Background: an optimization exercise with open tools, aiming at small area and a short achievable clock period. Do not read the settings as production practice.
No run shown here included a check of the RTL's function; only the layout flow was run.
Power and IR drop assume default switching activity.

--- flow/flow/run.sh ---
#!/bin/bash
# The standard layout (standard.sh, unchanged synthesis), except that the
# port buffers are plain buffers instead of delay cells. Tool output: standard.log
# here and ORFS's own logs under orfs/logs.
set -e
echo 'export BUFFER_PORTS_ARGS = -buffer_cell sky130_fd_sc_hd__buf_1' >> "$FLOW_CONFIG"
bash standard.sh > standard.log 2>&1
--- flow/standard.sh ---
#!/bin/bash
# synth_recipe.tcl (not shown) runs the flow's synth.tcl, then flattens the netlist and writes it again
# the make line also repeats each setting of config.mk as NAME=value (left out here)
make -C /OpenROAD-flow-scripts/flow DESIGN_CONFIG=/design/flow/config.mk WORK_HOME=/design/flow/orfs CLKGATE_MAP_FILE= SYNTH_SCRIPT=/design/flow/synth_recipe.tcl "${@:-finish}"
--- flow/config.mk ---
export PLATFORM = sky130hd
export DESIGN_NAME = piped_wallace_mult
export DESIGN_NICKNAME = piped_wallace_mult
export VERILOG_FILES = /design/flow/design.v
export SDC_FILE = /design/flow/constraint.sdc
export NUM_CORES = 4
export LEC_CHECK = 0
export CAP_MARGIN = 20
export CORE_MARGIN = 2
export CORE_UTILIZATION = 40
export CTS_CLUSTER_DIAMETER = 150
export CTS_CLUSTER_SIZE = 30
export SETUP_SLACK_MARGIN = 1.0
export SLEW_MARGIN = 20
export SYNTH_HIERARCHICAL = 1
export SYNTH_MINIMUM_KEEP_SIZE = 0
export BUFFER_PORTS_ARGS = -buffer_cell sky130_fd_sc_hd__buf_1
--- flow/constraint.sdc ---
create_clock -name core_clock -period 2.8 [get_ports {clock}]
set_input_delay 0.5600 -clock core_clock [delete_from_list [all_inputs] [get_ports {clock}]]
set_output_delay 0.5600 -clock core_clock [all_outputs]
set_load 0.01 [all_outputs]
--- flow/design.v ---
module piped_wallace_mult(
    input wire clock, reset,
    input wire [15:0] x, y,
    output reg [31:0] prod
);
    reg [59:0] r1;
    reg [90:0] r2;
    reg [60:0] r3;
    reg v1, v2, v3;
    wire g1 = x[1] & x[0];
    wire q2 = x[1] ^ x[0];
    wire g3 = x[2] & x[1];
    wire q4 = x[2] ^ x[1];
    wire g5 = x[3] & x[2];
    wire q6 = x[3] ^ x[2];
    wire g7 = x[4] & x[3];
    wire q8 = x[4] ^ x[3];
    wire g9 = x[5] & x[4];
    wire q10 = x[5] ^ x[4];
    wire g11 = x[6] & x[5];
    wire q12 = x[6] ^ x[5];
    wire g13 = x[7] & x[6];
    wire q14 = x[7] ^ x[6];
    wire g15 = x[8] & x[7];
    wire q16 = x[8] ^ x[7];
    wire g17 = x[9] & x[8];
    wire q18 = x[9] ^ x[8];
    wire g19 = x[10] & x[9];
    wire q20 = x[10] ^ x[9];
    wire g21 = x[11] & x[10];
    wire q22 = x[11] ^ x[10];
    wire g23 = x[12] & x[11];
    wire q24 = x[12] ^ x[11];
    wire g25 = x[13] & x[12];
    wire q26 = x[13] ^ x[12];
    wire g27 = x[14] & x[13];
    wire q28 = x[14] ^ x[13];
    wire g29 = x[15] & x[14];
    wire q30 = x[15] ^ x[14];
    wire t31, u32;
    pfx i33 (.gh(g5), .ph(q6), .gl(g3), .pl(q4), .g(t31), .p(u32));
    wire t34, u35;
    pfx i36 (.gh(g9), .ph(q10), .gl(g7), .pl(q8), .g(t34), .p(u35));
    wire t37, u38;
    pfx i39 (.gh(g13), .ph(q14), .gl(g11), .pl(q12), .g(t37), .p(u38));
    wire t40, u41;
    pfx i42 (.gh(g17), .ph(q18), .gl(g15), .pl(q16), .g(t40), .p(u41));
    wire t43, u44;
    pfx i45 (.gh(g21), .ph(q22), .gl(g19), .pl(q20), .g(t43), .p(u44));
    wire t46, u47;
    pfx i48 (.gh(g25), .ph(q26), .gl(g23), .pl(q24), .g(t46), .p(u47));
    wire t49, u50;
    pfx i51 (.gh(g29), .ph(q30), .gl(g27), .pl(q28), .g(t49), .p(u50));
    wire t52;
    pfx_g i53 (.gh(g3), .ph(q4), .gl(g1), .g(t52));
    wire t54;
    pfx_g i55 (.gh(t31), .ph(u32), .gl(g1), .g(t54));
    wire t56, u57;
    pfx i58 (.gh(g11), .ph(q12), .gl(t34), .pl(u35), .g(t56), .p(u57));
    wire t59, u60;
    pfx i61 (.gh(t37), .ph(u38), .gl(t34), .pl(u35), .g(t59), .p(u60));
    wire t62, u63;
    pfx i64 (.gh(g19), .ph(q20), .gl(t40), .pl(u41), .g(t62), .p(u63));
    wire t65, u66;
    pfx i67 (.gh(t43), .ph(u44), .gl(t40), .pl(u41), .g(t65), .p(u66));
    wire t68, u69;
    pfx i70 (.gh(g27), .ph(q28), .gl(t46), .pl(u47), .g(t68), .p(u69));
    wire t71, u72;
    pfx i73 (.gh(t49), .ph(u50), .gl(t46), .pl(u47), .g(t71), .p(u72));
    wire t74;
    pfx_g i75 (.gh(g7), .ph(q8), .gl(t54), .g(t74));
    wire t76;
    pfx_g i77 (.gh(t34), .ph(u35), .gl(t54), .g(t76));
    wire t78;
    pfx_g i79 (.gh(t56), .ph(u57), .gl(t54), .g(t78));
    wire t80;
    pfx_g i81 (.gh(t59), .ph(u60), .gl(t54), .g(t80));
    wire t82, u83;
    pfx i84 (.gh(g23), .ph(q24), .gl(t65), .pl(u66), .g(t82), .p(u83));
    wire t85, u86;
    pfx i87 (.gh(t46), .ph(u47), .gl(t65), .pl(u66), .g(t85), .p(u86));
    wire t88, u89;
    pfx i90 (.gh(t68), .ph(u69), .gl(t65), .pl(u66), .g(t88), .p(u89));
    wire t91, u92;
    pfx i93 (.gh(t71), .ph(u72), .gl(t65), .pl(u66), .g(t91), .p(u92));
    wire t94;
    pfx_g i95 (.gh(g15), .ph(q16), .gl(t80), .g(t94));
    wire t96;
    pfx_g i97 (.gh(t40), .ph(u41), .gl(t80), .g(t96));
    wire t98;
    pfx_g i99 (.gh(t62), .ph(u63), .gl(t80), .g(t98));
    wire t100;
    pfx_g i101 (.gh(t65), .ph(u66), .gl(t80), .g(t100));
    wire t102;
    pfx_g i103 (.gh(t82), .ph(u83), .gl(t80), .g(t102));
    wire t104;
    pfx_g i105 (.gh(t85), .ph(u86), .gl(t80), .g(t104));
    wire t106;
    pfx_g i107 (.gh(t88), .ph(u89), .gl(t80), .g(t106));
    wire t108;
    pfx_g i109 (.gh(t91), .ph(u92), .gl(t80), .g(t108));
    wire t110 = x[15] & t108;
    wire z111 = q4 ^ g1;
    wire z112 = q6 ^ t52;
    wire z113 = q8 ^ t54;
    wire z114 = q10 ^ t74;
    wire z115 = q12 ^ t76;
    wire z116 = q14 ^ t78;
    wire z117 = q16 ^ t80;
    wire z118 = q18 ^ t94;
    wire z119 = q20 ^ t96;
    wire z120 = q22 ^ t98;
    wire z121 = q24 ^ t100;
    wire z122 = q26 ^ t102;
    wire z123 = q28 ^ t104;
    wire z124 = q30 ^ t106;
    wire z125 = x[15] ^ t108;
    wire p126 = ((r1[33] & r1[0]) | (r1[35] & r1[0])) ^ r1[37];
    wire p127 = ((r1[33] & r1[1]) | (r1[34] & r1[0]) | (r1[35] & r1[16])) ^ r1[37];
    wire p128 = ((r1[33] & r1[2]) | (r1[34] & r1[1]) | (r1[35] & r1[17]) | (r1[36] & r1[0])) ^ r1[37];
    wire p129 = ((r1[33] & r1[3]) | (r1[34] & r1[2]) | (r1[35] & r1[18]) | (r1[36] & r1[1])) ^ r1[37];
    wire p130 = ((r1[33] & r1[4]) | (r1[34] & r1[3]) | (r1[35] & r1[19]) | (r1[36] & r1[2])) ^ r1[37];
    wire p131 = ((r1[33] & r1[5]) | (r1[34] & r1[4]) | (r1[35] & r1[20]) | (r1[36] & r1[3])) ^ r1[37];
    wire p132 = ((r1[33] & r1[6]) | (r1[34] & r1[5]) | (r1[35] & r1[21]) | (r1[36] & r1[4])) ^ r1[37];
    wire p133 = ((r1[33] & r1[7]) | (r1[34] & r1[6]) | (r1[35] & r1[22]) | (r1[36] & r1[5])) ^ r1[37];
    wire p134 = ((r1[33] & r1[8]) | (r1[34] & r1[7]) | (r1[35] & r1[23]) | (r1[36] & r1[6])) ^ r1[37];
    wire p135 = ((r1[33] & r1[9]) | (r1[34] & r1[8]) | (r1[35] & r1[24]) | (r1[36] & r1[7])) ^ r1[37];
    wire p136 = ((r1[33] & r1[10]) | (r1[34] & r1[9]) | (r1[35] & r1[25]) | (r1[36] & r1[8])) ^ r1[37];
    wire p137 = ((r1[33] & r1[11]) | (r1[34] & r1[10]) | (r1[35] & r1[26]) | (r1[36] & r1[9])) ^ r1[37];
    wire p138 = ((r1[33] & r1[12]) | (r1[34] & r1[11]) | (r1[35] & r1[27]) | (r1[36] & r1[10])) ^ r1[37];
    wire p139 = ((r1[33] & r1[13]) | (r1[34] & r1[12]) | (r1[35] & r1[28]) | (r1[36] & r1[11])) ^ r1[37];
    wire p140 = ((r1[33] & r1[14]) | (r1[34] & r1[13]) | (r1[35] & r1[29]) | (r1[36] & r1[12])) ^ r1[37];
    wire p141 = ((r1[33] & r1[15]) | (r1[34] & r1[14]) | (r1[35] & r1[30]) | (r1[36] & r1[13])) ^ r1[37];
    wire p142 = ((r1[34] & r1[15]) | (r1[35] & r1[31]) | (r1[36] & r1[14])) ^ r1[37];
    wire p143 = ((r1[35] & r1[32]) | (r1[36] & r1[15])) ^ r1[37];
    wire p144 = ((r1[38] & r1[0]) | (r1[40] & r1[0])) ^ r1[42];
    wire p145 = ((r1[38] & r1[1]) | (r1[39] & r1[0]) | (r1[40] & r1[16])) ^ r1[42];
    wire p146 = ((r1[38] & r1[2]) | (r1[39] & r1[1]) | (r1[40] & r1[17]) | (r1[41] & r1[0])) ^ r1[42];
    wire p147 = ((r1[38] & r1[3]) | (r1[39] & r1[2]) | (r1[40] & r1[18]) | (r1[41] & r1[1])) ^ r1[42];
    wire p148 = ((r1[38] & r1[4]) | (r1[39] & r1[3]) | (r1[40] & r1[19]) | (r1[41] & r1[2])) ^ r1[42];
    wire p149 = ((r1[38] & r1[5]) | (r1[39] & r1[4]) | (r1[40] & r1[20]) | (r1[41] & r1[3])) ^ r1[42];
    wire p150 = ((r1[38] & r1[6]) | (r1[39] & r1[5]) | (r1[40] & r1[21]) | (r1[41] & r1[4])) ^ r1[42];
    wire p151 = ((r1[38] & r1[7]) | (r1[39] & r1[6]) | (r1[40] & r1[22]) | (r1[41] & r1[5])) ^ r1[42];
    wire p152 = ((r1[38] & r1[8]) | (r1[39] & r1[7]) | (r1[40] & r1[23]) | (r1[41] & r1[6])) ^ r1[42];
    wire p153 = ((r1[38] & r1[9]) | (r1[39] & r1[8]) | (r1[40] & r1[24]) | (r1[41] & r1[7])) ^ r1[42];
    wire p154 = ((r1[38] & r1[10]) | (r1[39] & r1[9]) | (r1[40] & r1[25]) | (r1[41] & r1[8])) ^ r1[42];
    wire p155 = ((r1[38] & r1[11]) | (r1[39] & r1[10]) | (r1[40] & r1[26]) | (r1[41] & r1[9])) ^ r1[42];
    wire p156 = ((r1[38] & r1[12]) | (r1[39] & r1[11]) | (r1[40] & r1[27]) | (r1[41] & r1[10])) ^ r1[42];
    wire p157 = ((r1[38] & r1[13]) | (r1[39] & r1[12]) | (r1[40] & r1[28]) | (r1[41] & r1[11])) ^ r1[42];
    wire p158 = ((r1[38] & r1[14]) | (r1[39] & r1[13]) | (r1[40] & r1[29]) | (r1[41] & r1[12])) ^ r1[42];
    wire p159 = ((r1[38] & r1[15]) | (r1[39] & r1[14]) | (r1[40] & r1[30]) | (r1[41] & r1[13])) ^ r1[42];
    wire p160 = ((r1[39] & r1[15]) | (r1[40] & r1[31]) | (r1[41] & r1[14])) ^ r1[42];
    wire p161 = ((r1[40] & r1[32]) | (r1[41] & r1[15])) ^ r1[42];
    wire p162 = ((r1[43] & r1[0]) | (r1[45] & r1[0])) ^ r1[47];
    wire p163 = ((r1[43] & r1[1]) | (r1[44] & r1[0]) | (r1[45] & r1[16])) ^ r1[47];
    wire p164 = ((r1[43] & r1[2]) | (r1[44] & r1[1]) | (r1[45] & r1[17]) | (r1[46] & r1[0])) ^ r1[47];
    wire p165 = ((r1[43] & r1[3]) | (r1[44] & r1[2]) | (r1[45] & r1[18]) | (r1[46] & r1[1])) ^ r1[47];
    wire p166 = ((r1[43] & r1[4]) | (r1[44] & r1[3]) | (r1[45] & r1[19]) | (r1[46] & r1[2])) ^ r1[47];
    wire p167 = ((r1[43] & r1[5]) | (r1[44] & r1[4]) | (r1[45] & r1[20]) | (r1[46] & r1[3])) ^ r1[47];
    wire p168 = ((r1[43] & r1[6]) | (r1[44] & r1[5]) | (r1[45] & r1[21]) | (r1[46] & r1[4])) ^ r1[47];
    wire p169 = ((r1[43] & r1[7]) | (r1[44] & r1[6]) | (r1[45] & r1[22]) | (r1[46] & r1[5])) ^ r1[47];
    wire p170 = ((r1[43] & r1[8]) | (r1[44] & r1[7]) | (r1[45] & r1[23]) | (r1[46] & r1[6])) ^ r1[47];
    wire p171 = ((r1[43] & r1[9]) | (r1[44] & r1[8]) | (r1[45] & r1[24]) | (r1[46] & r1[7])) ^ r1[47];
    wire p172 = ((r1[43] & r1[10]) | (r1[44] & r1[9]) | (r1[45] & r1[25]) | (r1[46] & r1[8])) ^ r1[47];
    wire p173 = ((r1[43] & r1[11]) | (r1[44] & r1[10]) | (r1[45] & r1[26]) | (r1[46] & r1[9])) ^ r1[47];
    wire p174 = ((r1[43] & r1[12]) | (r1[44] & r1[11]) | (r1[45] & r1[27]) | (r1[46] & r1[10])) ^ r1[47];
    wire p175 = ((r1[43] & r1[13]) | (r1[44] & r1[12]) | (r1[45] & r1[28]) | (r1[46] & r1[11])) ^ r1[47];
    wire p176 = ((r1[43] & r1[14]) | (r1[44] & r1[13]) | (r1[45] & r1[29]) | (r1[46] & r1[12])) ^ r1[47];
    wire p177 = ((r1[43] & r1[15]) | (r1[44] & r1[14]) | (r1[45] & r1[30]) | (r1[46] & r1[13])) ^ r1[47];
    wire p178 = ((r1[44] & r1[15]) | (r1[45] & r1[31]) | (r1[46] & r1[14])) ^ r1[47];
    wire p179 = ((r1[45] & r1[32]) | (r1[46] & r1[15])) ^ r1[47];
    wire p180 = ((r1[48] & r1[0]) | (r1[50] & r1[0])) ^ r1[52];
    wire p181 = ((r1[48] & r1[1]) | (r1[49] & r1[0]) | (r1[50] & r1[16])) ^ r1[52];
    wire p182 = ((r1[48] & r1[2]) | (r1[49] & r1[1]) | (r1[50] & r1[17]) | (r1[51] & r1[0])) ^ r1[52];
    wire p183 = ((r1[48] & r1[3]) | (r1[49] & r1[2]) | (r1[50] & r1[18]) | (r1[51] & r1[1])) ^ r1[52];
    wire p184 = ((r1[48] & r1[4]) | (r1[49] & r1[3]) | (r1[50] & r1[19]) | (r1[51] & r1[2])) ^ r1[52];
    wire p185 = ((r1[48] & r1[5]) | (r1[49] & r1[4]) | (r1[50] & r1[20]) | (r1[51] & r1[3])) ^ r1[52];
    wire p186 = ((r1[48] & r1[6]) | (r1[49] & r1[5]) | (r1[50] & r1[21]) | (r1[51] & r1[4])) ^ r1[52];
    wire p187 = ((r1[48] & r1[7]) | (r1[49] & r1[6]) | (r1[50] & r1[22]) | (r1[51] & r1[5])) ^ r1[52];
    wire p188 = ((r1[48] & r1[8]) | (r1[49] & r1[7]) | (r1[50] & r1[23]) | (r1[51] & r1[6])) ^ r1[52];
    wire p189 = ((r1[48] & r1[9]) | (r1[49] & r1[8]) | (r1[50] & r1[24]) | (r1[51] & r1[7])) ^ r1[52];
    wire p190 = ((r1[48] & r1[10]) | (r1[49] & r1[9]) | (r1[50] & r1[25]) | (r1[51] & r1[8])) ^ r1[52];
    wire p191 = ((r1[48] & r1[11]) | (r1[49] & r1[10]) | (r1[50] & r1[26]) | (r1[51] & r1[9])) ^ r1[52];
    wire p192 = ((r1[48] & r1[12]) | (r1[49] & r1[11]) | (r1[50] & r1[27]) | (r1[51] & r1[10])) ^ r1[52];
    wire p193 = ((r1[48] & r1[13]) | (r1[49] & r1[12]) | (r1[50] & r1[28]) | (r1[51] & r1[11])) ^ r1[52];
    wire p194 = ((r1[48] & r1[14]) | (r1[49] & r1[13]) | (r1[50] & r1[29]) | (r1[51] & r1[12])) ^ r1[52];
    wire p195 = ((r1[48] & r1[15]) | (r1[49] & r1[14]) | (r1[50] & r1[30]) | (r1[51] & r1[13])) ^ r1[52];
    wire p196 = ((r1[49] & r1[15]) | (r1[50] & r1[31]) | (r1[51] & r1[14])) ^ r1[52];
    wire p197 = ((r1[50] & r1[32]) | (r1[51] & r1[15])) ^ r1[52];
    wire p198 = ((r1[53] & r1[0]) | (r1[55] & r1[0])) ^ r1[57];
    wire p199 = ((r1[53] & r1[1]) | (r1[54] & r1[0]) | (r1[55] & r1[16])) ^ r1[57];
    wire p200 = ((r1[53] & r1[2]) | (r1[54] & r1[1]) | (r1[55] & r1[17]) | (r1[56] & r1[0])) ^ r1[57];
    wire p201 = ((r1[53] & r1[3]) | (r1[54] & r1[2]) | (r1[55] & r1[18]) | (r1[56] & r1[1])) ^ r1[57];
    wire p202 = ((r1[53] & r1[4]) | (r1[54] & r1[3]) | (r1[55] & r1[19]) | (r1[56] & r1[2])) ^ r1[57];
    wire p203 = ((r1[53] & r1[5]) | (r1[54] & r1[4]) | (r1[55] & r1[20]) | (r1[56] & r1[3])) ^ r1[57];
    wire p204 = ((r1[53] & r1[6]) | (r1[54] & r1[5]) | (r1[55] & r1[21]) | (r1[56] & r1[4])) ^ r1[57];
    wire p205 = ((r1[53] & r1[7]) | (r1[54] & r1[6]) | (r1[55] & r1[22]) | (r1[56] & r1[5])) ^ r1[57];
    wire p206 = ((r1[53] & r1[8]) | (r1[54] & r1[7]) | (r1[55] & r1[23]) | (r1[56] & r1[6])) ^ r1[57];
    wire p207 = ((r1[53] & r1[9]) | (r1[54] & r1[8]) | (r1[55] & r1[24]) | (r1[56] & r1[7])) ^ r1[57];
    wire p208 = ((r1[53] & r1[10]) | (r1[54] & r1[9]) | (r1[55] & r1[25]) | (r1[56] & r1[8])) ^ r1[57];
    wire p209 = ((r1[53] & r1[11]) | (r1[54] & r1[10]) | (r1[55] & r1[26]) | (r1[56] & r1[9])) ^ r1[57];
    wire p210 = ((r1[53] & r1[12]) | (r1[54] & r1[11]) | (r1[55] & r1[27]) | (r1[56] & r1[10])) ^ r1[57];
    wire p211 = ((r1[53] & r1[13]) | (r1[54] & r1[12]) | (r1[55] & r1[28]) | (r1[56] & r1[11])) ^ r1[57];
    wire p212 = ((r1[53] & r1[14]) | (r1[54] & r1[13]) | (r1[55] & r1[29]) | (r1[56] & r1[12])) ^ r1[57];
    wire p213 = ((r1[53] & r1[15]) | (r1[54] & r1[14]) | (r1[55] & r1[30]) | (r1[56] & r1[13])) ^ r1[57];
    wire p214 = ((r1[54] & r1[15]) | (r1[55] & r1[31]) | (r1[56] & r1[14])) ^ r1[57];
    wire p215 = ((r1[55] & r1[32]) | (r1[56] & r1[15])) ^ r1[57];
    wire p216 = (r1[58] & r1[0]);
    wire p217 = (r1[58] & r1[1]) | (r1[59] & r1[0]);
    wire p218 = (r1[58] & r1[2]) | (r1[59] & r1[1]);
    wire p219 = (r1[58] & r1[3]) | (r1[59] & r1[2]);
    wire p220 = (r1[58] & r1[4]) | (r1[59] & r1[3]);
    wire p221 = (r1[58] & r1[5]) | (r1[59] & r1[4]);
    wire p222 = (r1[58] & r1[6]) | (r1[59] & r1[5]);
    wire p223 = (r1[58] & r1[7]) | (r1[59] & r1[6]);
    wire p224 = (r1[58] & r1[8]) | (r1[59] & r1[7]);
    wire p225 = (r1[58] & r1[9]) | (r1[59] & r1[8]);
    wire p226 = (r1[58] & r1[10]) | (r1[59] & r1[9]);
    wire p227 = (r1[58] & r1[11]) | (r1[59] & r1[10]);
    wire p228 = (r1[58] & r1[12]) | (r1[59] & r1[11]);
    wire p229 = (r1[58] & r1[13]) | (r1[59] & r1[12]);
    wire p230 = (r1[58] & r1[14]) | (r1[59] & r1[13]);
    wire p231 = (r1[58] & r1[15]) | (r1[59] & r1[14]);
    wire p232 = (r1[59] & r1[15]);
    wire p233 = ~r1[37];
    wire p234 = ~r1[42];
    wire p235 = ~r1[47];
    wire p236 = ~r1[52];
    wire p237 = ~r1[57];
    wire s238, c239;
    fa_m i240 (.a(p129), .b(p144), .c(r1[42]), .s(s238), .co(c239));
    wire s241, c242;
    fa_m i243 (.a(p132), .b(p147), .c(p162), .s(s241), .co(c242));
    wire s244, c245;
    fa_m i246 (.a(p133), .b(p148), .c(p163), .s(s244), .co(c245));
    wire s247, c248;
    fa_m i249 (.a(p134), .b(p149), .c(p164), .s(s247), .co(c248));
    wire s250, c251;
    fa_m i252 (.a(p135), .b(p150), .c(p165), .s(s250), .co(c251));
    wire s253, c254;
    fa_m i255 (.a(p136), .b(p151), .c(p166), .s(s253), .co(c254));
    wire s256, c257;
    fa_m i258 (.a(p137), .b(p152), .c(p167), .s(s256), .co(c257));
    wire s259, c260;
    fa_m i261 (.a(p138), .b(p153), .c(p168), .s(s259), .co(c260));
    wire s262, c263;
    fa_m i264 (.a(p183), .b(p198), .c(r1[57]), .s(s262), .co(c263));
    wire s265, c266;
    fa_m i267 (.a(p139), .b(p154), .c(p169), .s(s265), .co(c266));
    wire s268, c269;
    ha_m i270 (.a(p184), .b(p199), .s(s268), .co(c269));
    wire s271, c272;
    fa_m i273 (.a(p140), .b(p155), .c(p170), .s(s271), .co(c272));
    wire s274, c275;
    ha_m i276 (.a(p185), .b(p200), .s(s274), .co(c275));
    wire s277, c278;
    fa_m i279 (.a(p141), .b(p156), .c(p171), .s(s277), .co(c278));
    wire s280, c281;
    fa_m i282 (.a(p186), .b(p201), .c(p216), .s(s280), .co(c281));
    wire s283, c284;
    fa_m i285 (.a(p142), .b(p157), .c(p172), .s(s283), .co(c284));
    wire s286, c287;
    fa_m i288 (.a(p187), .b(p202), .c(p217), .s(s286), .co(c287));
    wire s289, c290;
    fa_m i291 (.a(p143), .b(p158), .c(p173), .s(s289), .co(c290));
    wire s292, c293;
    fa_m i294 (.a(p188), .b(p203), .c(p218), .s(s292), .co(c293));
    wire s295, c296;
    fa_m i297 (.a(p159), .b(p174), .c(p189), .s(s295), .co(c296));
    wire s298, c299;
    fa_m i300 (.a(p204), .b(p219), .c(r1[37]), .s(s298), .co(c299));
    wire s301, c302;
    fa_m i303 (.a(p160), .b(p175), .c(p190), .s(s301), .co(c302));
    wire s304, c305;
    fa_m i306 (.a(p205), .b(p220), .c(r1[37]), .s(s304), .co(c305));
    wire s307, c308;
    fa_m i309 (.a(p161), .b(p176), .c(p191), .s(s307), .co(c308));
    wire s310, c311;
    fa_m i312 (.a(p206), .b(p221), .c(r1[37]), .s(s310), .co(c311));
    wire s313, c314;
    fa_m i315 (.a(p177), .b(p192), .c(p207), .s(s313), .co(c314));
    wire s316, c317;
    fa_m i318 (.a(p222), .b(p233), .c(p234), .s(s316), .co(c317));
    wire s319, c320;
    fa_m i321 (.a(p178), .b(p193), .c(p208), .s(s319), .co(c320));
    wire s322 = p223 ^ 1'b1;
    wire c323 = p223 & 1'b1;
    wire s324, c325;
    fa_m i326 (.a(p179), .b(p194), .c(p209), .s(s324), .co(c325));
    wire s327 = p224 ^ 1'b1;
    wire c328 = p224 & 1'b1;
    wire s329, c330;
    fa_m i331 (.a(p195), .b(p210), .c(p225), .s(s329), .co(c330));
    wire s332, c333;
    fa_m i334 (.a(p196), .b(p211), .c(p226), .s(s332), .co(c333));
    wire s335, c336;
    fa_m i337 (.a(p197), .b(p212), .c(p227), .s(s335), .co(c336));
    wire s338, c339;
    fa_m i340 (.a(p213), .b(p228), .c(p236), .s(s338), .co(c339));
    wire s341 = p214 ^ p229 ^ 1'b1;
    wire c342 = (p214 & p229) | (p214 & 1'b1) | (p229 & 1'b1);
    wire s343 = p215 ^ p230 ^ 1'b1;
    wire c344 = (p215 & p230) | (p215 & 1'b1) | (p230 & 1'b1);
    wire s345, c346;
    ha_m i347 (.a(r2[16]), .b(r2[17]), .s(s345), .co(c346));
    wire s348, c349;
    ha_m i350 (.a(r2[20]), .b(r2[21]), .s(s348), .co(c349));
    wire s351, c352;
    ha_m i353 (.a(r2[23]), .b(r2[24]), .s(s351), .co(c352));
    wire s354, c355;
    ha_m i356 (.a(r2[26]), .b(r2[27]), .s(s354), .co(c355));
    wire s357, c358;
    fa_m i359 (.a(r2[29]), .b(r2[30]), .c(r2[31]), .s(s357), .co(c358));
    wire s360, c361;
    fa_m i362 (.a(r2[33]), .b(r2[34]), .c(r2[35]), .s(s360), .co(c361));
    wire s363, c364;
    fa_m i365 (.a(r2[37]), .b(r2[38]), .c(r2[39]), .s(s363), .co(c364));
    wire s366, c367;
    fa_m i368 (.a(r2[41]), .b(r2[42]), .c(r2[43]), .s(s366), .co(c367));
    wire s369, c370;
    fa_m i371 (.a(r2[45]), .b(r2[46]), .c(r2[47]), .s(s369), .co(c370));
    wire s372, c373;
    fa_m i374 (.a(r2[49]), .b(r2[50]), .c(r2[51]), .s(s372), .co(c373));
    wire s375, c376;
    fa_m i377 (.a(r2[53]), .b(r2[54]), .c(r2[55]), .s(s375), .co(c376));
    wire s378, c379;
    fa_m i380 (.a(r2[57]), .b(r2[58]), .c(r2[59]), .s(s378), .co(c379));
    wire s381, c382;
    fa_m i383 (.a(r2[61]), .b(r2[62]), .c(r2[63]), .s(s381), .co(c382));
    wire s384, c385;
    fa_m i386 (.a(r2[65]), .b(r2[66]), .c(r2[67]), .s(s384), .co(c385));
    wire s387, c388;
    fa_m i389 (.a(r2[69]), .b(r2[70]), .c(r2[71]), .s(s387), .co(c388));
    wire s390, c391;
    fa_m i392 (.a(r2[73]), .b(r2[74]), .c(r2[75]), .s(s390), .co(c391));
    wire s393, c394;
    ha_m i395 (.a(r2[77]), .b(r2[78]), .s(s393), .co(c394));
    wire s396, c397;
    ha_m i398 (.a(r2[79]), .b(r2[80]), .s(s396), .co(c397));
    wire s399, c400;
    ha_m i401 (.a(r2[5]), .b(r2[6]), .s(s399), .co(c400));
    wire s402, c403;
    ha_m i404 (.a(r2[8]), .b(r2[9]), .s(s402), .co(c403));
    wire s405, c406;
    ha_m i407 (.a(r2[10]), .b(r2[11]), .s(s405), .co(c406));
    wire s408, c409;
    ha_m i410 (.a(r2[12]), .b(r2[13]), .s(s408), .co(c409));
    wire s411, c412;
    ha_m i413 (.a(r2[14]), .b(r2[15]), .s(s411), .co(c412));
    wire s414, c415;
    fa_m i416 (.a(s345), .b(r2[18]), .c(r2[19]), .s(s414), .co(c415));
    wire s417, c418;
    fa_m i419 (.a(c346), .b(s348), .c(r2[22]), .s(s417), .co(c418));
    wire s420, c421;
    fa_m i422 (.a(c349), .b(s351), .c(r2[25]), .s(s420), .co(c421));
    wire s423, c424;
    fa_m i425 (.a(c352), .b(s354), .c(r2[28]), .s(s423), .co(c424));
    wire s426, c427;
    fa_m i428 (.a(c355), .b(s357), .c(r2[32]), .s(s426), .co(c427));
    wire s429, c430;
    fa_m i431 (.a(c358), .b(s360), .c(r2[36]), .s(s429), .co(c430));
    wire s432, c433;
    fa_m i434 (.a(c361), .b(s363), .c(r2[40]), .s(s432), .co(c433));
    wire s435, c436;
    fa_m i437 (.a(c364), .b(s366), .c(r2[44]), .s(s435), .co(c436));
    wire s438, c439;
    fa_m i440 (.a(c367), .b(s369), .c(r2[48]), .s(s438), .co(c439));
    wire s441, c442;
    fa_m i443 (.a(c370), .b(s372), .c(r2[52]), .s(s441), .co(c442));
    wire s444, c445;
    fa_m i446 (.a(c373), .b(s375), .c(r2[56]), .s(s444), .co(c445));
    wire s447, c448;
    fa_m i449 (.a(c376), .b(s378), .c(r2[60]), .s(s447), .co(c448));
    wire s450, c451;
    fa_m i452 (.a(c379), .b(s381), .c(r2[64]), .s(s450), .co(c451));
    wire s453, c454;
    fa_m i455 (.a(c382), .b(s384), .c(r2[68]), .s(s453), .co(c454));
    wire s456, c457;
    fa_m i458 (.a(c385), .b(s387), .c(r2[72]), .s(s456), .co(c457));
    wire s459, c460;
    fa_m i461 (.a(c388), .b(s390), .c(r2[76]), .s(s459), .co(c460));
    wire s462 = c391 ^ s393 ^ 1'b1;
    wire c463 = (c391 & s393) | (c391 & 1'b1) | (s393 & 1'b1);
    wire s464 = c394 ^ s396 ^ 1'b1;
    wire c465 = (c394 & s396) | (c394 & 1'b1) | (s396 & 1'b1);
    wire s466, c467;
    fa_m i468 (.a(c397), .b(r2[81]), .c(r2[82]), .s(s466), .co(c467));
    wire s469, c470;
    ha_m i471 (.a(r2[83]), .b(r2[84]), .s(s469), .co(c470));
    wire s472, c473;
    ha_m i474 (.a(r2[85]), .b(r2[86]), .s(s472), .co(c473));
    wire s475, c476;
    fa_m i477 (.a(r2[87]), .b(r2[88]), .c(r2[89]), .s(s475), .co(c476));
    wire s478 = r2[90] ^ 1'b1;
    wire c479 = r2[90] & 1'b1;
    wire t480 = r3[2] & r3[0];
    wire u481 = r3[4] & r3[3];
    wire t482, u483;
    pfx i484 (.gh(r3[7]), .ph(r3[8]), .gl(r3[5]), .pl(r3[6]), .g(t482), .p(u483));
    wire t485, u486;
    pfx i487 (.gh(r3[11]), .ph(r3[12]), .gl(r3[9]), .pl(r3[10]), .g(t485), .p(u486));
    wire t488, u489;
    pfx i490 (.gh(r3[15]), .ph(r3[16]), .gl(r3[13]), .pl(r3[14]), .g(t488), .p(u489));
    wire t491, u492;
    pfx i493 (.gh(r3[19]), .ph(r3[20]), .gl(r3[17]), .pl(r3[18]), .g(t491), .p(u492));
    wire t494, u495;
    pfx i496 (.gh(r3[23]), .ph(r3[24]), .gl(r3[21]), .pl(r3[22]), .g(t494), .p(u495));
    wire t497, u498;
    pfx i499 (.gh(r3[27]), .ph(r3[28]), .gl(r3[25]), .pl(r3[26]), .g(t497), .p(u498));
    wire t500, u501;
    pfx i502 (.gh(r3[31]), .ph(r3[32]), .gl(r3[29]), .pl(r3[30]), .g(t500), .p(u501));
    wire t503, u504;
    pfx i505 (.gh(r3[35]), .ph(r3[36]), .gl(r3[33]), .pl(r3[34]), .g(t503), .p(u504));
    wire t506, u507;
    pfx i508 (.gh(r3[39]), .ph(r3[40]), .gl(r3[37]), .pl(r3[38]), .g(t506), .p(u507));
    wire t509, u510;
    pfx i511 (.gh(r3[43]), .ph(r3[44]), .gl(r3[41]), .pl(r3[42]), .g(t509), .p(u510));
    wire t512, u513;
    pfx i514 (.gh(r3[47]), .ph(r3[48]), .gl(r3[45]), .pl(r3[46]), .g(t512), .p(u513));
    wire t515, u516;
    pfx i517 (.gh(r3[51]), .ph(r3[52]), .gl(r3[49]), .pl(r3[50]), .g(t515), .p(u516));
    wire t518, u519;
    pfx i520 (.gh(r3[55]), .ph(r3[56]), .gl(r3[53]), .pl(r3[54]), .g(t518), .p(u519));
    wire t521 = r3[3] & t480;
    wire t522 = u481 & t480;
    wire t523, u524;
    pfx i525 (.gh(r3[9]), .ph(r3[10]), .gl(t482), .pl(u483), .g(t523), .p(u524));
    wire t526, u527;
    pfx i528 (.gh(t485), .ph(u486), .gl(t482), .pl(u483), .g(t526), .p(u527));
    wire t529, u530;
    pfx i531 (.gh(r3[17]), .ph(r3[18]), .gl(t488), .pl(u489), .g(t529), .p(u530));
    wire t532, u533;
    pfx i534 (.gh(t491), .ph(u492), .gl(t488), .pl(u489), .g(t532), .p(u533));
    wire t535, u536;
    pfx i537 (.gh(r3[25]), .ph(r3[26]), .gl(t494), .pl(u495), .g(t535), .p(u536));
    wire t538, u539;
    pfx i540 (.gh(t497), .ph(u498), .gl(t494), .pl(u495), .g(t538), .p(u539));
    wire t541, u542;
    pfx i543 (.gh(r3[33]), .ph(r3[34]), .gl(t500), .pl(u501), .g(t541), .p(u542));
    wire t544, u545;
    pfx i546 (.gh(t503), .ph(u504), .gl(t500), .pl(u501), .g(t544), .p(u545));
    wire t547, u548;
    pfx i549 (.gh(r3[41]), .ph(r3[42]), .gl(t506), .pl(u507), .g(t547), .p(u548));
    wire t550, u551;
    pfx i552 (.gh(t509), .ph(u510), .gl(t506), .pl(u507), .g(t550), .p(u551));
    wire t553, u554;
    pfx i555 (.gh(r3[49]), .ph(r3[50]), .gl(t512), .pl(u513), .g(t553), .p(u554));
    wire t556, u557;
    pfx i558 (.gh(t515), .ph(u516), .gl(t512), .pl(u513), .g(t556), .p(u557));
    wire t559, u560;
    pfx i561 (.gh(r3[57]), .ph(r3[58]), .gl(t518), .pl(u519), .g(t559), .p(u560));
    wire t562;
    pfx_g i563 (.gh(r3[5]), .ph(r3[6]), .gl(t522), .g(t562));
    wire t564;
    pfx_g i565 (.gh(t482), .ph(u483), .gl(t522), .g(t564));
    wire t566;
    pfx_g i567 (.gh(t523), .ph(u524), .gl(t522), .g(t566));
    wire t568;
    pfx_g i569 (.gh(t526), .ph(u527), .gl(t522), .g(t568));
    wire t570, u571;
    pfx i572 (.gh(r3[21]), .ph(r3[22]), .gl(t532), .pl(u533), .g(t570), .p(u571));
    wire t573, u574;
    pfx i575 (.gh(t494), .ph(u495), .gl(t532), .pl(u533), .g(t573), .p(u574));
    wire t576, u577;
    pfx i578 (.gh(t535), .ph(u536), .gl(t532), .pl(u533), .g(t576), .p(u577));
    wire t579, u580;
    pfx i581 (.gh(t538), .ph(u539), .gl(t532), .pl(u533), .g(t579), .p(u580));
    wire t582, u583;
    pfx i584 (.gh(r3[37]), .ph(r3[38]), .gl(t544), .pl(u545), .g(t582), .p(u583));
    wire t585, u586;
    pfx i587 (.gh(t506), .ph(u507), .gl(t544), .pl(u545), .g(t585), .p(u586));
    wire t588, u589;
    pfx i590 (.gh(t547), .ph(u548), .gl(t544), .pl(u545), .g(t588), .p(u589));
    wire t591, u592;
    pfx i593 (.gh(t550), .ph(u551), .gl(t544), .pl(u545), .g(t591), .p(u592));
    wire t594, u595;
    pfx i596 (.gh(r3[53]), .ph(r3[54]), .gl(t556), .pl(u557), .g(t594), .p(u595));
    wire t597, u598;
    pfx i599 (.gh(t518), .ph(u519), .gl(t556), .pl(u557), .g(t597), .p(u598));
    wire t600, u601;
    pfx i602 (.gh(t559), .ph(u560), .gl(t556), .pl(u557), .g(t600), .p(u601));
    wire t603;
    pfx_g i604 (.gh(r3[13]), .ph(r3[14]), .gl(t568), .g(t603));
    wire t605;
    pfx_g i606 (.gh(t488), .ph(u489), .gl(t568), .g(t605));
    wire t607;
    pfx_g i608 (.gh(t529), .ph(u530), .gl(t568), .g(t607));
    wire t609;
    pfx_g i610 (.gh(t532), .ph(u533), .gl(t568), .g(t609));
    wire t611;
    pfx_g i612 (.gh(t570), .ph(u571), .gl(t568), .g(t611));
    wire t613;
    pfx_g i614 (.gh(t573), .ph(u574), .gl(t568), .g(t613));
    wire t615;
    pfx_g i616 (.gh(t576), .ph(u577), .gl(t568), .g(t615));
    wire t617;
    pfx_g i618 (.gh(t579), .ph(u580), .gl(t568), .g(t617));
    wire t619, u620;
    pfx i621 (.gh(r3[45]), .ph(r3[46]), .gl(t591), .pl(u592), .g(t619), .p(u620));
    wire t622, u623;
    pfx i624 (.gh(t512), .ph(u513), .gl(t591), .pl(u592), .g(t622), .p(u623));
    wire t625, u626;
    pfx i627 (.gh(t553), .ph(u554), .gl(t591), .pl(u592), .g(t625), .p(u626));
    wire t628, u629;
    pfx i630 (.gh(t556), .ph(u557), .gl(t591), .pl(u592), .g(t628), .p(u629));
    wire t631, u632;
    pfx i633 (.gh(t594), .ph(u595), .gl(t591), .pl(u592), .g(t631), .p(u632));
    wire t634, u635;
    pfx i636 (.gh(t597), .ph(u598), .gl(t591), .pl(u592), .g(t634), .p(u635));
    wire t637, u638;
    pfx i639 (.gh(t600), .ph(u601), .gl(t591), .pl(u592), .g(t637), .p(u638));
    wire t640;
    pfx_g i641 (.gh(r3[29]), .ph(r3[30]), .gl(t617), .g(t640));
    wire t642;
    pfx_g i643 (.gh(t500), .ph(u501), .gl(t617), .g(t642));
    wire t644;
    pfx_g i645 (.gh(t541), .ph(u542), .gl(t617), .g(t644));
    wire t646;
    pfx_g i647 (.gh(t544), .ph(u545), .gl(t617), .g(t646));
    wire t648;
    pfx_g i649 (.gh(t582), .ph(u583), .gl(t617), .g(t648));
    wire t650;
    pfx_g i651 (.gh(t585), .ph(u586), .gl(t617), .g(t650));
    wire t652;
    pfx_g i653 (.gh(t588), .ph(u589), .gl(t617), .g(t652));
    wire t654;
    pfx_g i655 (.gh(t591), .ph(u592), .gl(t617), .g(t654));
    wire t656;
    pfx_g i657 (.gh(t619), .ph(u620), .gl(t617), .g(t656));
    wire t658;
    pfx_g i659 (.gh(t622), .ph(u623), .gl(t617), .g(t658));
    wire t660;
    pfx_g i661 (.gh(t625), .ph(u626), .gl(t617), .g(t660));
    wire t662;
    pfx_g i663 (.gh(t628), .ph(u629), .gl(t617), .g(t662));
    wire t664;
    pfx_g i665 (.gh(t631), .ph(u632), .gl(t617), .g(t664));
    wire t666;
    pfx_g i667 (.gh(t634), .ph(u635), .gl(t617), .g(t666));
    wire t668;
    pfx_g i669 (.gh(t637), .ph(u638), .gl(t617), .g(t668));
    wire z670 = r3[2] ^ r3[0];
    wire z671 = r3[3] ^ t480;
    wire z672 = r3[4] ^ t521;
    wire z673 = r3[6] ^ t522;
    wire z674 = r3[8] ^ t562;
    wire z675 = r3[10] ^ t564;
    wire z676 = r3[12] ^ t566;
    wire z677 = r3[14] ^ t568;
    wire z678 = r3[16] ^ t603;
    wire z679 = r3[18] ^ t605;
    wire z680 = r3[20] ^ t607;
    wire z681 = r3[22] ^ t609;
    wire z682 = r3[24] ^ t611;
    wire z683 = r3[26] ^ t613;
    wire z684 = r3[28] ^ t615;
    wire z685 = r3[30] ^ t617;
    wire z686 = r3[32] ^ t640;
    wire z687 = r3[34] ^ t642;
    wire z688 = r3[36] ^ t644;
    wire z689 = r3[38] ^ t646;
    wire z690 = r3[40] ^ t648;
    wire z691 = r3[42] ^ t650;
    wire z692 = r3[44] ^ t652;
    wire z693 = r3[46] ^ t654;
    wire z694 = r3[48] ^ t656;
    wire z695 = r3[50] ^ t658;
    wire z696 = r3[52] ^ t660;
    wire z697 = r3[54] ^ t662;
    wire z698 = r3[56] ^ t664;
    wire z699 = r3[58] ^ t666;
    wire z700 = r3[60] ^ t668;
    wire [31:0] result = {z700, z699, z698, z697, z696, z695, z694, z693, z692, z691, z690, z689, z688, z687, z686, z685, z684, z683, z682, z681, z680, z679, z678, z677, z676, z675, z674, z673, z672, z671, z670, r3[1]};
    always @(posedge clock) begin
        r1 <= {(y[14] & y[15]), (y[14] & ~y[15]) | (~y[14] & y[15]), y[14], (y[11] & y[12] & y[13] & ~y[14]) | (~y[11] & ~y[12] & ~y[13] & y[14]), (y[11] & ~y[12] & y[13] & ~y[14]) | (~y[11] & y[12] & y[13] & ~y[14]) | (y[11] & ~y[12] & ~y[13] & y[14]) | (~y[11] & y[12] & ~y[13] & y[14]), (y[11] & y[12] & ~y[13] & ~y[14]) | (~y[11] & ~y[12] & y[13] & ~y[14]) | (y[11] & y[12] & ~y[13] & y[14]) | (~y[11] & ~y[12] & y[13] & y[14]), (y[11] & ~y[12] & ~y[13] & ~y[14]) | (~y[11] & y[12] & ~y[13] & ~y[14]) | (y[11] & ~y[12] & y[13] & y[14]) | (~y[11] & y[12] & y[13] & y[14]), y[11], (y[8] & y[9] & y[10] & ~y[11]) | (~y[8] & ~y[9] & ~y[10] & y[11]), (y[8] & ~y[9] & y[10] & ~y[11]) | (~y[8] & y[9] & y[10] & ~y[11]) | (y[8] & ~y[9] & ~y[10] & y[11]) | (~y[8] & y[9] & ~y[10] & y[11]), (y[8] & y[9] & ~y[10] & ~y[11]) | (~y[8] & ~y[9] & y[10] & ~y[11]) | (y[8] & y[9] & ~y[10] & y[11]) | (~y[8] & ~y[9] & y[10] & y[11]), (y[8] & ~y[9] & ~y[10] & ~y[11]) | (~y[8] & y[9] & ~y[10] & ~y[11]) | (y[8] & ~y[9] & y[10] & y[11]) | (~y[8] & y[9] & y[10] & y[11]), y[8], (y[5] & y[6] & y[7] & ~y[8]) | (~y[5] & ~y[6] & ~y[7] & y[8]), (y[5] & ~y[6] & y[7] & ~y[8]) | (~y[5] & y[6] & y[7] & ~y[8]) | (y[5] & ~y[6] & ~y[7] & y[8]) | (~y[5] & y[6] & ~y[7] & y[8]), (y[5] & y[6] & ~y[7] & ~y[8]) | (~y[5] & ~y[6] & y[7] & ~y[8]) | (y[5] & y[6] & ~y[7] & y[8]) | (~y[5] & ~y[6] & y[7] & y[8]), (y[5] & ~y[6] & ~y[7] & ~y[8]) | (~y[5] & y[6] & ~y[7] & ~y[8]) | (y[5] & ~y[6] & y[7] & y[8]) | (~y[5] & y[6] & y[7] & y[8]), y[5], (y[2] & y[3] & y[4] & ~y[5]) | (~y[2] & ~y[3] & ~y[4] & y[5]), (y[2] & ~y[3] & y[4] & ~y[5]) | (~y[2] & y[3] & y[4] & ~y[5]) | (y[2] & ~y[3] & ~y[4] & y[5]) | (~y[2] & y[3] & ~y[4] & y[5]), (y[2] & y[3] & ~y[4] & ~y[5]) | (~y[2] & ~y[3] & y[4] & ~y[5]) | (y[2] & y[3] & ~y[4] & y[5]) | (~y[2] & ~y[3] & y[4] & y[5]), (y[2] & ~y[3] & ~y[4] & ~y[5]) | (~y[2] & y[3] & ~y[4] & ~y[5]) | (y[2] & ~y[3] & y[4] & y[5]) | (~y[2] & y[3] & y[4] & y[5]), y[2], (~y[0] & ~y[1] & y[2]), (y[0] & y[1] & ~y[2]) | (y[0] & ~y[1] & y[2]), (~y[0] & y[1] & ~y[2]) | (~y[0] & y[1] & y[2]), (y[0] & ~y[1] & ~y[2]) | (y[0] & y[1] & y[2]), t110, z125, z124, z123, z122, z121, z120, z119, z118, z117, z116, z115, z114, z113, z112, z111, q2, x[15], x[14], x[13], x[12], x[11], x[10], x[9], x[8], x[7], x[6], x[5], x[4], x[3], x[2], x[1], x[0]};
        r2 <= {p232, p237, p231, c344, s343, c342, s341, c339, s338, c336, s335, c333, s332, c330, p235, s329, c328, c325, s327, s324, c323, c320, s322, s319, c317, c314, s316, s313, c311, c308, s310, s307, c305, c302, s304, s301, c299, c296, s298, s295, c293, c290, s292, s289, c287, c284, s286, s283, c281, c278, s280, s277, c275, c272, s274, s271, c269, c266, s268, s265, c263, c260, s262, s259, c257, p182, s256, c254, p181, s253, c251, r1[52], p180, s250, c248, s247, c245, s244, c242, r1[47], s241, p146, p131, p145, p130, c239, s238, p128, p127, r1[37], p126};
        r3 <= {c476 ^ s478, c476 & s478, c473 ^ s475, c473 & s475, c470 ^ s472, c470 & s472, c467 ^ s469, c467 & s469, c465 ^ s466, c465 & s466, c463 ^ s464, c463 & s464, c460 ^ s462, c460 & s462, c457 ^ s459, c457 & s459, c454 ^ s456, c454 & s456, c451 ^ s453, c451 & s453, c448 ^ s450, c448 & s450, c445 ^ s447, c445 & s447, c442 ^ s444, c442 & s444, c439 ^ s441, c439 & s441, c436 ^ s438, c436 & s438, c433 ^ s435, c433 & s435, c430 ^ s432, c430 & s432, c427 ^ s429, c427 & s429, c424 ^ s426, c424 & s426, c421 ^ s423, c421 & s423, c418 ^ s420, c418 & s420, c415 ^ s417, c415 & s417, c412 ^ s414, c412 & s414, c409 ^ s411, c409 & s411, c406 ^ s408, c406 & s408, c403 ^ s405, c403 & s405, c400 ^ s402, c400 & s402, s399 ^ r2[7], s399 & r2[7], r2[4], r2[3], r2[2], r2[0] ^ r2[1], r2[0] & r2[1]};
    end
    always @(posedge clock or posedge reset)
        if (reset) begin
            v1 <= 1'b0; v2 <= 1'b0; v3 <= 1'b0; prod <= 32'd0;
        end else begin
            v1 <= 1'b1; v2 <= v1; v3 <= v2;
            prod <= v3 ? result : 32'd0;
        end
endmodule
module fa_m(input wire a, b, c, output wire s, co);
    assign s = a ^ b ^ c;
    assign co = (a & b) | (a & c) | (b & c);
endmodule
module ha_m(input wire a, b, output wire s, co);
    assign s = a ^ b;
    assign co = a & b;
endmodule
module pfx(input wire gh, ph, gl, pl, output wire g, p);
    assign g = gh | (ph & gl);
    assign p = ph & pl;
endmodule
module pfx_g(input wire gh, ph, gl, output wire g);
    assign g = gh | (ph & gl);
endmodule
==> metrics.log, run 1 <==
[metrics] total routing resource utilization after global routing: 0.1602
[metrics] result of the run: finished clean
[metrics] clock root cell: clkbuf_16
[metrics] area of all sequential standard cells: 0.005186 mm^2
[metrics] count of TritonRoute iterations in the first routing pass: 7
[metrics] minimum clock period: 1.790 ns
[metrics] clock-pin slew reported for the worst setup and hold paths after clock tree synthesis: 0.11 ns
[metrics] register area share after synthesis: 0.4036
[metrics] port bufs: 65
[metrics] antenna diode instance count: 0
[metrics] drt total wl: 26170 um
[metrics] top layer in use: met4
[metrics] width of the die: 181.7 um
[metrics] Post-Place Setup Slack: 0.4559 ns
[metrics] Final Hold Violating Endpoints: 0
[metrics] CTS tree: done
[metrics] Yosys Warn Count: 7
[metrics] worst path required time: 3.18 ns
[metrics] reg-to-reg critical path startpoint: r3[16]$_DFF_P_
[metrics] transition time at the pin with the least slew margin: 0.7548 ns
[metrics] VDD IR max: 390.0 uV
[metrics] library cell with the largest summed area after synthesis: dfxtp_1
[metrics] Arrival @ worst endpoint: 2.17 ns
[metrics] async set-or-reset flop fraction in the synthesized netlist: 0.1423
[metrics] Final Core Density: 0.4452
[metrics] Synth top area share: 0.3343
[metrics] metal3 WL: 1361 um
[metrics] met2 wire length: 11660 um
[metrics] Top Ports: 66
[metrics] vias per std cell: 5.195
[metrics] CTS H-Tree Depth: 1
[metrics] combined area of the multi-input logic cells: 0.007053 mm^2
[metrics] Worst setup startpoint: r3[16]$_DFF_P_
[metrics] number of instances in the synthesized netlist: 1038
[metrics] floorplan die height: 181.7 um
[metrics] wl on met1: 12730 um
[metrics] core outline area: 0.03131 mm^2
[metrics] vias: 7771
[metrics] largest driver fanout on the critical path: 8
[metrics] number of antenna violations at the first check in global routing: 0
[metrics] hold slack final: 0.1083 ns
[metrics] source-to-sink clock delay at the later pin of the worst-skew pair: 0.49 ns
[metrics] EDFF count, synth: 0
[metrics] aggregate negative setup slack: 0 ns
[metrics] routability congestion estimate from global placement: 0.8347
[metrics] power per standard cell area: 887.9 mW/mm^2
[metrics] LEAKAGE: 6.135 nW
[metrics] starting utilization of the core area: 0.4036
[metrics] area of the die: 0.03303 mm^2
[metrics] worst setup margin: 1.010 ns
[metrics] number of nets at the end of the flow: 1253
[metrics] CTS Buf Count: 12
[metrics] first-pass GRT wire length: 43300 um
[metrics] leading post-synthesis cells by instance count: 211 x dfxtp_1, 102 x a21o_1, 101 x xnor2_1
[metrics] P&R area growth vs syn: 10.31%
[metrics] count of antenna-violating nets left after detailed routing: 0
[metrics] Placement Cell Area: 0.01309 mm^2
[metrics] Final Slew Violations: 0
[metrics] ratio of cells with drive above 1 in the final layout: 0.2084
[metrics] critical path class: flop to flop
[metrics] Setup Viol. Count Final: 0
[metrics] drt drc: 0
[metrics] mapped cell area: 0.01264 mm^2
[metrics] Synthesized Nets: 1199
[metrics] worst slew slack as a fraction of its limit: 0.4968
[metrics] Worst Setup Start Kind: flop
[metrics] max-cap check violation count: 0
[metrics] endpoint type of the worst setup path: flop
[metrics] part of the cycle the worst path needs: 0.6394
[metrics] number of rows created at floorplan: 65
[metrics] worst clock skew: 0.02676 ns
[metrics] Avg Synthesized Cell Area: 12.17 um^2
[metrics] Routed WL per cell: 17.49 um
[metrics] most used flip-flop cell after synthesis: dfxtp_1
[metrics] largest cells by area after synthesis: dfxtp_1 33%, fa_1 9.7%, a221oi_2 7.4%, xnor2_1 7.0%, dfrtp_1 6.9%
[metrics] number of storage elements in the synthesis netlist: 246
[metrics] setup repair after global routing missed its margin: yes
[metrics] hpwl dp: 19100 um
[metrics] largest net degree at the start of global routing: 36
[metrics] initial detailed-routing violation count: 596
[metrics] Layout fillers: 2895
[metrics] total number of clock tree sinks: 246
[metrics] number of buffers between clock root and the deepest sink: 3
[metrics] worst hold path class: input port to asynchronous set/reset pin
[metrics] final instance area: 0.01394 mm^2
[metrics] maximum operating frequency: 558.6 MHz
[metrics] leftover overflow at the end of global routing: 0
[metrics] distinct cell type count of the synthesized netlist: 30
[metrics] vias in the first global route: 7994
[metrics] most common cell in the netlist: dfxtp_1
[cell usage in the layout (no fill, tap or decap), drive strengths merged]
cell type,Yosys,layout
dfxtp,211,211
buf,68,124
nor2b,7,7
fa,61,61
or4b,4,4
nand4b,4,4
xor2,42,42
xnor2,101,101
dfrtp,35,35
o21ai,9,9
ha,66,66
a222oi,10,10
a221oi,70,70
inv,20,20
a21o,102,103
nor2,8,8
nor3b,1,1
and3,1,1
conb,1,1
a22oi,7,7
nand2,12,12
a22o,83,83
and2,95,95
clkbuf,20,18
clkinv,0,1
[worst paths after layout]
path	to	slack, ns	cells past startpoint
setup reg to reg	prod[28]$_DFF_PP0_	1.01	7
hold / removal	prod[4]$_DFF_PP0_	0.11	3
hold reg to reg	r3[4]$_DFF_P_	0.33	0
min in group core_clock	r1[0]$_DFF_P_	0.19	1
setup / recovery	prod[28]$_DFF_PP0_	1.01	7
max in group asynchronous	prod[29]$_DFF_PP0_	2.36	3
[cells by family after synthesis]
family,share of synthesized area
DFF,0.4036
buffers and inverters,0.05624
other,0.0002967
adders and majority gates,0.1620
AOI/OAI and AO/OA,0.2153
xor gates and xnor gates,0.09911
and+or+nand+nor,0.06347
[through the flow]
stage | total power, W | cells
finish | 0.01238 | 1496
global route | 0.01356 | 1496
CTS | 0.01250 | 1481
detailed placement | 0.01029 | 1451
global placement | 0.01020 | 1451
floorplan | 0.008914 | 1038
[Yosys stat by module (local to each module, per instance)]
module / area (um^2) / flip-flops and latches / cells / times used
pfx_g: 7.507 / 0 / 1 / 41
fa_m: 20.02 / 0 / 1 / 61
ha_m: 12.51 / 0 / 1 / 15
pfx: 13.76 / 0 / 2 / 61
piped_wallace_mult: 10080 / 246 / 799 / 1
[flip-flops by register name (all words and copies together), names as in the netlist]
register,cells
r2,91
r1,60
r3,60
prod,32
v1,1
v2,1
v3,1
[critical path, stage by stage (launching register included)]
cell	delay, ns
dfxtp_2	0.34
a21o_1	0.19
a21o_1	0.19
a21o_1	0.22
a21o_4	0.24
a21o_1	0.17
xor2_1	0.16
and2_1	0.16
[report_power, final]
group / internal (W) / leakage (nW) / switching (W)
Sequential: 0.00468 / 2.23 / 0.000770
Clock: 0.000869 / 0.174 / 0.00108
Combinational: 0.00257 / 3.73 / 0.00241
Total: 0.00812 / 6.13 / 0.00426
[routing by layer]
layer,vias to the layer above,track usage
li1,3776,-
met1,3742,0.2273
met2,214,0.2633
met3,39,0.01986
met4,0,0.03285
met5,-,0
[area by class of cell]
class / count / share of cell area
repair buffers: 127 / 0.05448
clock buffers: 15 / 0.02388
multi-input cells: 685 / 0.5060
clock inverters: 1 / 0.002154
well taps: 402 / 0.03608
inverters: 20 / 0.005386
flip-flops and latches: 246 / 0.3720
[timing repair]
action / CTS / global route
gates cloned: 1 / 0
pin swaps: 18 / 32
hold buffers: 0 / 0
buffers inserted: 13 / 15
setup endpoints to repair: 77 / 47
resized for setup: 56 / 34
==> inputs of run 2 (changes only) <==
--- a/flow/config.mk
+++ b/flow/config.mk
@@ -11,5 +11,5 @@
 export CTS_CLUSTER_DIAMETER = 150
 export CTS_CLUSTER_SIZE = 30
-export SETUP_SLACK_MARGIN = 1.0
+export SETUP_SLACK_MARGIN = 0.95
 export SLEW_MARGIN = 20
 export SYNTH_HIERARCHICAL = 1
==> metrics.log, run 2 <==
[metrics] starting utilization of the core area: 0.4036 (unchanged)
[metrics] area of all sequential standard cells: 0.005166 mm^2 (was 0.005186 mm^2)
[metrics] Final Hold Violating Endpoints: 0 (unchanged)
[metrics] result of the run: finished clean (unchanged)
[metrics] Adder-Cell Fraction of Synth Area: 0.1620 (unchanged)
[metrics] worst clock skew: 0.03428 ns (was 0.02676 ns)
[metrics] power per standard cell area: 896.5 mW/mm^2 (was 887.9 mW/mm^2)
[metrics] hpwl dp: 19150 um (was 19100 um)
[metrics] worst slew slack as a fraction of its limit: 0.5159 (was 0.4968)
[metrics] width of the die: 181.7 um (unchanged)
[metrics] core outline area: 0.03131 mm^2 (unchanged)
[metrics] internal power: 0.008028 W (was 0.008119 W)
[metrics] number of instances in the synthesized netlist: 1038 (unchanged)
[metrics] Synth top area share: 0.3343 (unchanged)
[metrics] final instance area: 0.01365 mm^2 (was 0.01394 mm^2)
[metrics] clock root cell: clkbuf_16 (unchanged)
[metrics] Setup Viol. Count Final: 0 (unchanged)
[metrics] Largest regs: r2 (91), r1 (60), r3 (60) (unchanged)
[metrics] leftover overflow at the end of global routing: 0 (unchanged)
[metrics] synthesized-area fraction occupied by and/or/nand/nor cells: 0.06347 (unchanged)
[metrics] largest net degree at the start of global routing: 36 (unchanged)
[metrics] Layout fillers: 2902 (was 2895)
[metrics] largest register by flop count: r2 (unchanged)
[metrics] max-cap check violation count: 0 (unchanged)
[metrics] area fraction in compound gates after synthesis: 0.2153 (unchanged)
[metrics] portion of total power attributed to the clock network: 0.161 (was 0.158)
[metrics] vias per std cell: 5.142 (was 5.195)
[metrics] CTS tree: done (unchanged)
[metrics] Gate power share: 0.395 (was 0.402)
[metrics] critical path class: flop to flop (unchanged)
[metrics] Yosys Warn Count: 7 (unchanged)
[metrics] number of antenna violations at the first check in global routing: 0 (unchanged)
[metrics] worst path required time: 3.18 ns (about the same)
[metrics] VDD IR max: 345.0 uV (was 390.0 uV)
[metrics] worst hold path class: input port to asynchronous set/reset pin (unchanged)
[metrics] EDFF count, synth: 0 (unchanged)
[metrics] number of flip-flops under the largest register name: 91 (unchanged)
[metrics] most common cell after layout, fill and taps aside: dfxtp_1 (unchanged)
[metrics] number of storage elements in the synthesis netlist: 246 (unchanged)
[metrics] Top Ports: 66 (unchanged)
[metrics] CP cell instances: a21o_1, a21o_1, a21o_1, a21o_4, a21o_1, xor2_1, and2_1 (unchanged)
[metrics] number of nets at the end of the flow: 1231 (was 1253)
[metrics] distinct cell type count of the synthesized netlist: 30 (unchanged)
[metrics] total routing resource utilization after global routing: 0.1554 (was 0.1602)
[metrics] XOR/XNOR share of the synthesized area: 0.09911 (unchanged)
[metrics] CTS Buf Count: 12 (unchanged)
[metrics] Placement Cell Area: 0.01306 mm^2 (was 0.01309 mm^2)
[metrics] Max stage delay on crit path: 0.35 ns (was 0.34 ns)
[metrics] combinational family with the most area after synthesis: compound AO/OA/AOI/OAI gates (unchanged)
[metrics] minimum clock period: 1.829 ns (was 1.790 ns)
[metrics] routability congestion estimate from global placement: 0.8338 (was 0.8347)
[metrics] source-to-sink clock delay at the later pin of the worst-skew pair: 0.48 ns (was 0.49 ns)
[metrics] net switching component of the power: 0.004212 W (was 0.004257 W)
[metrics] floorplan die height: 181.7 um (unchanged)
[metrics] total number of clock tree sinks: 246 (unchanged)
[metrics] most common cell in the netlist: dfxtp_1 (unchanged)
[metrics] vias in the first global route: 7747 (was 7994)
[metrics] Avg Synthesized Cell Area: 12.17 um^2 (unchanged)
[metrics] number of buffers between clock root and the deepest sink: 3 (unchanged)
[metrics] port bufs: 65 (unchanged)
[metrics] Final Core Density: 0.4360 (was 0.4452)
[metrics] antenna diode instance count: 0 (unchanged)
[metrics] initial detailed-routing violation count: 454 (was 596)
[metrics] fraction of synthesized area in multiplexers: 0 (unchanged)
[metrics] R2R setup slack: 0.97 ns (was 1.01 ns)
[metrics] maximum operating frequency: 546.8 MHz (was 558.6 MHz)
[metrics] largest cells by area after synthesis: dfxtp_1 33%, fa_1 9.7%, a221oi_2 7.4%, xnor2_1 7.0%, dfrtp_1 6.9% (unchanged)
[metrics] most used flip-flop cell after synthesis: dfxtp_1 (unchanged)
[metrics] Synthesized Nets: 1199 (unchanged)
[metrics] ratio of cells with drive above 1 in the final layout: 0.1845 (was 0.2084)
[metrics] clock-pin slew reported for the worst setup and hold paths after clock tree synthesis: 0.11 ns (about the same)
[metrics] setup repair after global routing missed its margin: yes (unchanged)
[metrics] Top cell by count, worst path: a21o_1 (unchanged)
[metrics] share of total power consumed by net switching: 0.3441 (was 0.3440)
[metrics] mapped cell area: 0.01264 mm^2 (unchanged)
[metrics] aggregate negative setup slack: 0 ns (unchanged)
[metrics] reg-to-reg critical path startpoint: r3[16]$_DFF_P_ (unchanged)
[metrics] LEAKAGE: 5.996 nW (was 6.135 nW)
[metrics] first-pass GRT wire length: 42140 um (was 43300 um)
[metrics] CTS H-Tree Depth: 1 (unchanged)
[metrics] library cell with the largest summed area after synthesis: dfxtp_1 (unchanged)
[metrics] Worst Setup Start Kind: flop (unchanged)
[metrics] number of rows created at floorplan: 65 (unchanged)
[metrics] area of the die: 0.03303 mm^2 (unchanged)
[metrics] count of antenna-violating nets left after detailed routing: 0 (unchanged)
[metrics] count of TritonRoute iterations in the first routing pass: 5 (was 7)
[metrics] Worst setup startpoint: r3[16]$_DFF_P_ (unchanged)
[metrics] P&R area growth vs syn: 8.040% (was 10.31%)
[metrics] part of the cycle the worst path needs: 0.6532 (was 0.6394)
[metrics] Routed WL per cell: 17.32 um (was 17.49 um)
[metrics] largest driver fanout on the critical path: 8 (unchanged)
[metrics] combined area of the multi-input logic cells: 0.006980 mm^2 (was 0.007053 mm^2)
[metrics] most frequent cells in the layout: 174 x dfxtp_1, 100 x xnor2_1, 98 x a21o_1 (was 170 x dfxtp_1, 99 x xnor2_1, 98 x a21o_1)
[metrics] Worst path slowest cell: dfxtp_2 (unchanged)
[metrics] vias: 7585 (was 7771)
[metrics] register area share after synthesis: 0.4036 (unchanged)
[metrics] leading post-synthesis cells by instance count: 211 x dfxtp_1, 102 x a21o_1, 101 x xnor2_1 (unchanged)
[metrics] transition time at the pin with the least slew margin: 0.7262 ns (was 0.7548 ns)
[metrics] drt drc: 0 (unchanged)
[metrics] Final Slew Violations: 0 (unchanged)
[metrics] Arrival @ worst endpoint: 2.21 ns (was 2.17 ns)
[metrics] Seq pwr share: 0.445 (was 0.440)
[metrics] async set-or-reset flop fraction in the synthesized netlist: 0.1423 (unchanged)
[metrics] drt total wl: 25550 um (was 26170 um)
[metrics] cell depth of the worst flop-to-flop path: 7 (unchanged)
[metrics] Reg-to-Reg End: prod[28]$_DFF_PP0_ (unchanged)
[metrics] endpoint type of the worst setup path: flop (unchanged)
==> run 2: cell counts after synthesis <==
No cell type changed its count.
==> run 2: stage by stage <==
step                      hold slack, ns  setup slack [ns]  power, W  cells
after floorplan                   0.3096            0.8653  0.008901   1038
after global placement            0.3130            0.4776   0.01018   1450
after detailed placement          0.3144            0.4427   0.01029   1450
after CTS                         0.1306            0.9491   0.01241   1469
after global routing              0.1799            0.8834   0.01338   1475
final                             0.1244            0.9711   0.01224   1475
==> run 2: repair_timing <==
action | 4_1_cts | 5_1_grt
pin swaps | 7 | 13
endpoints found under the hold margin | 0 | 0
hold buffers | 0 | 0
cloned | 1 | 0
endpoints found under the setup margin | 64 | 39
setup buffers | 1 | 6
gates resized for setup | 43 | 24
==> run 2: power groups by stage <==
stage                     sequential [W]  combinational, W  clock (W)
after floorplan                  0.00529           0.00361          0
after global placement           0.00552           0.00466          0
after detailed placement         0.00553           0.00476          0
after CTS                        0.00545           0.00490    0.00206
after global routing             0.00557           0.00563    0.00217
final                            0.00544           0.00483    0.00196
==> run 2: how the worst max path moves through the flow <==
stage / endpoint / slack [ns] / depth (start not counted)
after floorplan: r1[31]$_DFF_P_ / 0.87 / 6
after global placement: r1[31]$_DFF_P_ / 0.48 / 7
after detailed placement: r1[31]$_DFF_P_ / 0.44 / 7
after CTS: r2[21]$_DFF_P_ / 0.95 / 5
after global routing: prod[28]$_DFF_PP0_ / 0.88 / 7
final: prod[28]$_DFF_PP0_ / 0.97 / 7
==> run 2: routing by layer <==
| layer | vias to the layer above | GRT usage | part of all wire |
|---|---|---|---|
| li1 | 3735 | - | - |
| met1 | 3665 | 0.2262 | 0.50 |
| met2 | 161 | 0.2483 | 0.44 |
| met3 | 24 | 0.02086 | 0.043 |
| met4 | 0 | 0.02992 | 0.012 |
| met5 | - | 0 | 0 |
==> run 2: final cells by class <==
class                           instances  share of cell area
Tap cell                              402             0.03684
Inverter                               20            0.005499
Clock inverter                          1            0.002199
Multi-Input combinational cell        685              0.5113
Sequential cell                       246              0.3784
Timing Repair Buffer                  105             0.04115
Clock buffer                           16             0.02465
==> run 2: cells by family (layout without fill, tap and decap cells) <==
kind of cell,count (synthesis),count (layout)
buffers and inverters,108,142
DFF,246,246
adders and majority gates,127,127
and+or+nand+nor,132,132
AOI/OAI and AO/OA,281,282
xor gates and xnor gates,143,143
other,1,1
==> run 2: Yosys stat by module (local to each module, per instance) <==
| module | cell area [um^2] | cells inside | times used | flops+latches |
|---|---|---|---|---|
| fa_m | 20.02 | 1 | 61 | 0 |
| ha_m | 12.51 | 1 | 15 | 0 |
| pfx | 13.76 | 2 | 61 | 0 |
| pfx_g | 7.507 | 1 | 41 | 0 |
| piped_wallace_mult | 10080 | 799 | 1 | 246 |
==> run 2: critical path: cells and delay by family (launching register included) <==
kind	cells	cell delay (ns)
AO/OA/AOI/OAI	5	1.07
flip-flops	1	0.35
XOR/XNOR	1	0.15
AND/OR/NAND/NOR	1	0.15

port drivers added, routing unchanged:
The flow's constraints put no driver on any port. The routed layouts listed below were extracted and timed again, unchanged, in two steps. Step 1, drivers: a clkbuf_16 drives clock and a buf_2 each remaining input, both assumed. Step 2 adds t to the input delays and takes it off the output delays; t is the mean of the earliest and latest rising clock arrival at the registers after step 1. Input paths then give back, and output paths get back, about the clock's delay inside the block. Slacks: no drivers / after step 1 / after step 2; pairs: no drivers / after step 1.
run	t (ns)	setup slack, ns	hold WS [ns]	worst setup path after step 2	clock arrival spread, ns
run 1	0.528	1.010 / 1.010 / 0.602	0.108 / 0.081 / 0.329	input to register	0.031 / 0.031
run 2	0.511	0.971 / 0.971 / 0.555	0.124 / 0.101 / 0.342	input to register	0.036 / 0.036
After both steps every run listed still meets setup and hold. The setup slack of run 2, which loses most, moves by 0.000 ns with the drivers and by -0.416 ns with both steps.
